This design comes from an exercise in tuning for small area and a short achievable clock period on the open sky130 flow, not from production work. RTL that was checked went through simulation tests only; none was proved equivalent to the original. Power is estimated from default activity; no workload was simulated. The flow treats the clock pin as an ideal source, which a real chip does not have.

Setup of old:
Design pipelined_boothe_multiplier, start of the top module:
module pipelined_boothe_multiplier #(
    parameter WIDTH = 32
) (
    input clk,
    input reset,
    input en,
    input [WIDTH - 1: 0] md,
    input [WIDTH - 1: 0] mr,
    output [(2 * WIDTH) - 1: 0] s_result
);
For scale: roughly 2400 flip-flops, about 78000 sq um of cells after synthesis.
clock: 5.0 ns
lec_check: 0
cap_margin: 20
core_margin: 2
core_utilization: 60
cts_cluster_diameter: 100
cts_cluster_size: 30
place_density: 0.7
setup_slack_margin: 2.8
slew_margin: 20
synth_hierarchical: 1
synth_minimum_keep_size: 0
run.sh (not shown) runs the stock make flow with config.mk's settings and CLKGATE_MAP_FILE= SYNTH_SCRIPT=/design/flow/synth_recipe.tcl, a recipe that flattens the netlist after the stock synthesis.
old | status: complete | timing, DRC, antenna: pass
[inputs] new vs old
- a change of CTS_CLUSTER_SIZE from 30 to 32
- a change of SETUP_SLACK_MARGIN from 2.8 to 2.85
- a change of CTS_CLUSTER_DIAMETER from 100 to 160
--- outcome ---
- Buffer count excluding the clock tree in the final layout, new vs old: up by more than a quarter
- Critical path endpoint: s_result[36] -> old, s_result[14] -> new
- Going from old to new, wire length of the first global-routing pass shrank slightly.
- Diff old -> new | post-layout instance area | increase of 0.53%
- Compared with old, new shows number of clock buffers in the layout that has gone down by more than 10%.
- Run comparison: new cell at the slowest stage of the critical path sky130_fd_sc_hd__dfxtp_2; old cell at the slowest stage of the critical path sky130_fd_sc_hd__dfxtp_1
- The relative area change from synthesis to final layout in new sits 0.57 points above the value recorded for old.
- From old to new the numbers moved as follows: global-route usage did not really move; number of global-route vias before repair went down; initial antenna violation count went down; sequential share of layout area went down.


run 1:
pipelined_boothe_multiplier, a different RTL version from the one above (not shown whole).
Size: roughly 5800 cells after synthesis, about 2300 flip-flops.
Settings: LEC_CHECK=0, CAP_MARGIN=20, CORE_MARGIN=2, CORE_UTILIZATION=60, CTS_CLUSTER_DIAMETER=100, CTS_CLUSTER_SIZE=30, PLACE_DENSITY=0.7, SETUP_SLACK_MARGIN=2.8, SLEW_MARGIN=20, SYNTH_HIERARCHICAL=1, SYNTH_MINIMUM_KEEP_SIZE=0; clock period 5.0 ns.
Run 1 reached the end of the flow, and the finished layout is clean on the timing, design-rule and antenna checks.
--- input diff run 1..run 2 ---
# run 1
export LEC_CHECK = 0
export CAP_MARGIN = 20
export CORE_MARGIN = 2
export CORE_UTILIZATION = 60
export CTS_CLUSTER_DIAMETER = 100
export CTS_CLUSTER_SIZE = 30
export PLACE_DENSITY = 0.7
export SETUP_SLACK_MARGIN = 2.8
export SLEW_MARGIN = 20
export SYNTH_HIERARCHICAL = 1
export SYNTH_MINIMUM_KEEP_SIZE = 0
create_clock -name core_clock -period 5.0 [get_ports {clk}]
# run 2
export LEC_CHECK = 0
export CAP_MARGIN = 20
export CORE_MARGIN = 2
export CORE_UTILIZATION = 60
export CTS_CLUSTER_DIAMETER = 100
export CTS_CLUSTER_SIZE = 34
export PLACE_DENSITY = 0.7
export SETUP_SLACK_MARGIN = 2.85
export SLEW_MARGIN = 20
export SYNTH_HIERARCHICAL = 1
export SYNTH_MINIMUM_KEEP_SIZE = 0
export TNS_END_PERCENT = 60
create_clock -name core_clock -period 5.0 [get_ports {clk}]
==> run summary <==
- Run 2 vs run 1: proportion of power drawn by the clock network down
- Wire length of run 2 is on par with run 1.
- Diff run 1 -> run 2 | power | decrease of 290 uW
- For overall fraction of global-route tracks in use, run 1 and run 2 come out practically identical.
- Between run 2 and run 1, it is run 2 whose number of antenna violations at the first check in global routing is lower, by 1.
- Status: detailed-route via count parity (run 2, run 1)
- Between run 1 and run 2, the post-detailed-route wirelength per cell does not differ in any meaningful way.
- Launching instance or port of the critical path = s32[45]: run 1; launching instance or port of the critical path = s32[13]: run 2
The inputs of run 3 differ from those of run 2 as listed below.
# run 2
export LEC_CHECK = 0
export CAP_MARGIN = 20
export CORE_MARGIN = 2
export CORE_UTILIZATION = 60
export CTS_CLUSTER_DIAMETER = 100
export CTS_CLUSTER_SIZE = 34
export PLACE_DENSITY = 0.7
export SETUP_SLACK_MARGIN = 2.85
export SLEW_MARGIN = 20
export SYNTH_HIERARCHICAL = 1
export SYNTH_MINIMUM_KEEP_SIZE = 0
export TNS_END_PERCENT = 60
create_clock -name core_clock -period 5.0 [get_ports {clk}]
# run 3
export LEC_CHECK = 0
export CAP_MARGIN = 20
export CORE_MARGIN = 2
export CORE_UTILIZATION = 65
export CTS_CLUSTER_DIAMETER = 100
export CTS_CLUSTER_SIZE = 30
export PLACE_DENSITY = 0.75
export SETUP_SLACK_MARGIN = 2.88
export SLEW_MARGIN = 20
export SYNTH_HIERARCHICAL = 1
export SYNTH_MINIMUM_KEEP_SIZE = 0
create_clock -name core_clock -period 5.0 [get_ports {clk}]
Notes after the runs:
- Against run 2 as the reference, run 3 delivers a higher worst endpoint data arrival time.
- Sequential power (lower): run 2
- Run 2 reports its highest metal layer with signal wires as met5 while run 3 reports met4.
- Per the comparison of run 3 with run 2, final hold slack went up, sequential share of layout area went down.
[inputs] run 4 vs run 3
# run 3
export LEC_CHECK = 0
export CAP_MARGIN = 20
export CORE_MARGIN = 2
export CORE_UTILIZATION = 65
export CTS_CLUSTER_DIAMETER = 100
export CTS_CLUSTER_SIZE = 30
export PLACE_DENSITY = 0.75
export SETUP_SLACK_MARGIN = 2.88
export SLEW_MARGIN = 20
export SYNTH_HIERARCHICAL = 1
export SYNTH_MINIMUM_KEEP_SIZE = 0
create_clock -name core_clock -period 5.0 [get_ports {clk}]
# run 4
export LEC_CHECK = 0
export CAP_MARGIN = 20
export CORE_MARGIN = 2
export CORE_UTILIZATION = 60
export CTS_CLUSTER_DIAMETER = 100
export CTS_CLUSTER_SIZE = 30
export PLACE_DENSITY = 0.7
export SETUP_SLACK_MARGIN = 2.88
export SLEW_MARGIN = 20
export SYNTH_HIERARCHICAL = 1
export SYNTH_MINIMUM_KEEP_SIZE = 0
create_clock -name core_clock -period 5.0 [get_ports {clk}]
## What came out
Looking at the reports, run 4 completed the entire flow and the layout it produced met the timing, design-rule and antenna checks.
Comparing number of placed instances, taps included for run 4 and run 3, the smaller number came from run 3.
Diff run 3 -> run 4: maximum VDD drop increased by 0.000017 V relative to the old numbers; data arrival time at the worst-slack endpoint climbed 1590 ps; minimum setup slack after placement higher; wire length fell by about 6%.
Re buffers inserted during post-CTS setup optimization: run 4 is 2 up on run 3.
For the summed area of non-filler cells in the final layout, run 4 came in about 1.7% higher than run 3 did.


Starting RTL as in the previous note.
Settings: LEC_CHECK=0, CAP_MARGIN=20, CORE_MARGIN=2, CORE_UTILIZATION=60, CTS_CLUSTER_DIAMETER=100, CTS_CLUSTER_SIZE=30, PLACE_DENSITY=0.7, SETUP_SLACK_MARGIN=2.87, SLEW_MARGIN=20, SYNTH_HIERARCHICAL=1, SYNTH_MINIMUM_KEEP_SIZE=0, TNS_END_PERCENT=60; clock period 5.0 ns.
The starting point finished with timing, DRC and antenna clean.
Then changed:
- SETUP_SLACK_MARGIN: 2.87 -> 2.85
Effect: Cell count stays flat. Die area is unchanged. Setup slack is better by 0.015 ns. First-iteration DRC count decreases by 3.1%. Wire length shrinks by 0.61%. Utilization came out lower by 0.33 points. Synthesized cell count stays the same. Sequential share of layout area rose by 0.27 points. Cell area goes down by 0.49%. Worst hold slack is about the same.
Then changed:
- CTS_BUF_LIST: not set -> sky130_fd_sc_hd__clkbuf_16 sky130_fd_sc_hd__clkbuf_4
Outcome:
- The changed run passed the timing, design-rule and antenna checks
- fmax hardly moves
- wire length barely changes
- die area does not change
- hold slack stays the same
- clock-buffer cell count is unchanged
- register-to-register slack hardly moves
- power barely changes
- worst setup slack is about the same
Then changed:
- CTS_BUF_LIST: sky130_fd_sc_hd__clkbuf_16 sky130_fd_sc_hd__clkbuf_4 -> not set
- TNS_END_PERCENT: 60 -> not set
Result: Wire length is higher by 0.41%; utilization goes up by 0.29 points; sequential power barely changes; worst setup slack barely changes; combinational power is about the same; total power barely changes; maximum frequency stays flat; die area is unchanged; flip-flop and latch count is unchanged; synthesized cell count does not change; cell count stays flat.


Another version of the RTL of pipelined_boothe_multiplier (not shown whole).
For scale: about 5,600 cells after synthesis, ~2,300 flip-flops, ~130 I/O pins, roughly 0.073 mm² of cells after synthesis.
make LEC_CHECK=0 CAP_MARGIN=20 CORE_MARGIN=2 CORE_UTILIZATION=60 CTS_CLUSTER_DIAMETER=100 CTS_CLUSTER_SIZE=30 PLACE_DENSITY=0.7 SETUP_SLACK_MARGIN=2.85 SLEW_MARGIN=20 SYNTH_HIERARCHICAL=1 SYNTH_MINIMUM_KEEP_SIZE=0 TNS_END_PERCENT=60 finish   # period 5.0 ns
==> next run, changes <==
--- a/flow/config.mk
+++ b/flow/config.mk
@@ -9,3 +9,3 @@
 export CORE_MARGIN = 2
-export CORE_UTILIZATION = 60
+export CORE_UTILIZATION = 58
 export CTS_CLUSTER_DIAMETER = 100
@@ -13,3 +13,3 @@
 export PLACE_DENSITY = 0.7
-export SETUP_SLACK_MARGIN = 2.85
+export SETUP_SLACK_MARGIN = 2.87
 export SLEW_MARGIN = 20
Non-clock buffer count went down by 20; clock-buffer cell count falls by 1; register-to-register slack barely changes; synthesized cell count stays the same; critical path depth is unchanged.
==> next run, changes <==
--- a/flow/config.mk
+++ b/flow/config.mk
@@ -9,7 +9,7 @@
 export CORE_MARGIN = 2
-export CORE_UTILIZATION = 58
+export CORE_UTILIZATION = 60
 export CTS_CLUSTER_DIAMETER = 100
 export CTS_CLUSTER_SIZE = 30
-export PLACE_DENSITY = 0.7
-export SETUP_SLACK_MARGIN = 2.87
+export PLACE_DENSITY = 0.65
+export SETUP_SLACK_MARGIN = 2.85
 export SLEW_MARGIN = 20
@@ -17,2 +17 @@
 export SYNTH_MINIMUM_KEEP_SIZE = 0
-export TNS_END_PERCENT = 60
=> Power rises by 0.63%; global-route usage rises by 1.1 points; area after synthesis is unchanged; final area rises by 0.43%; hold slack degrades by 0.023 ns; combinational power barely changes; via count came out higher by 1.1%.
==> next run, changes <==
--- a/flow/config.mk
+++ b/flow/config.mk
@@ -12,3 +12,3 @@
 export CTS_CLUSTER_SIZE = 30
-export PLACE_DENSITY = 0.65
+export PLACE_DENSITY = 0.7
 export SETUP_SLACK_MARGIN = 2.85
Worst setup slack loses 0.11 ns.
Final area barely changes.
Wire length hardly moves.
Fmax came out lower by 4.7%.
Clock power came out lower by about 1%.
Die area is unchanged.
Count of clock-buffer cells in the layout does not change.
No functional check of the RTL was part of any run of this note.

[static timing again, ports no longer ideal]
No port has a modelled driver above. Below, the same layouts with a new extraction and two added sets of constraints. Step 1: set_driving_cell puts a clkbuf_16 on clk and a buf_2 on each other input, an assumption about the parent block. Step 2, shift: input delay + t, output delay - t, t = (earliest + latest rising clock arrival at the registers) / 2. This alone moves slack from input paths to output paths. Three values: ideal ports, drivers, drivers and shift; two values: the first two.
run	t (ns)	setup WS [ns]	worst hold slack (ns)	latest minus earliest clock arrival (ns)
old	0.783	2.832 / 2.760 / 2.395	0.308 / 0.308 / 0.308	0.078 / 0.078
new	0.791	2.841 / 2.765 / 2.397	0.314 / 0.314 / 0.314	0.063 / 0.063
run 1	0.766	2.851 / 2.780 / 2.504	0.316 / 0.316 / 0.316	0.039 / 0.039
run 2	0.755	2.863 / 2.793 / 2.542	0.299 / 0.299 / 0.299	0.050 / 0.050
run 3	0.772	2.834 / 2.763 / 2.328	0.312 / 0.312 / 0.312	0.047 / 0.048
run 4	0.793	2.825 / 2.772 / 2.355	0.294 / 0.294 / 0.294	0.063 / 0.063
the first run of note 3	0.781	2.836 / 2.765 / 2.377	0.319 / 0.319 / 0.319	0.048 / 0.048
the second run of note 3	0.766	2.851 / 2.780 / 2.499	0.319 / 0.319 / 0.319	0.042 / 0.042
the third run of note 3	0.766	2.851 / 2.780 / 2.499	0.319 / 0.319 / 0.319	0.041 / 0.041
the fourth run of note 3	0.773	2.853 / 2.785 / 2.350	0.321 / 0.321 / 0.321	0.048 / 0.048
the first run of note 4	0.795	2.722 / 2.641 / 2.357	0.321 / 0.321 / 0.321	0.047 / 0.047
the second run of note 4	0.790	2.840 / 2.765 / 2.381	0.312 / 0.312 / 0.312	0.046 / 0.046
the third run of note 4	0.799	2.828 / 2.758 / 2.151	0.289 / 0.289 / 0.289	0.077 / 0.077
the fourth run of note 4	0.798	2.722 / 2.640 / 2.356	0.322 / 0.322 / 0.322	0.049 / 0.049
After both steps every run listed still meets setup and hold. For the third run of note 4, which loses most, drivers alone change the setup slack by -0.070 ns; drivers and shift together by -0.677 ns.
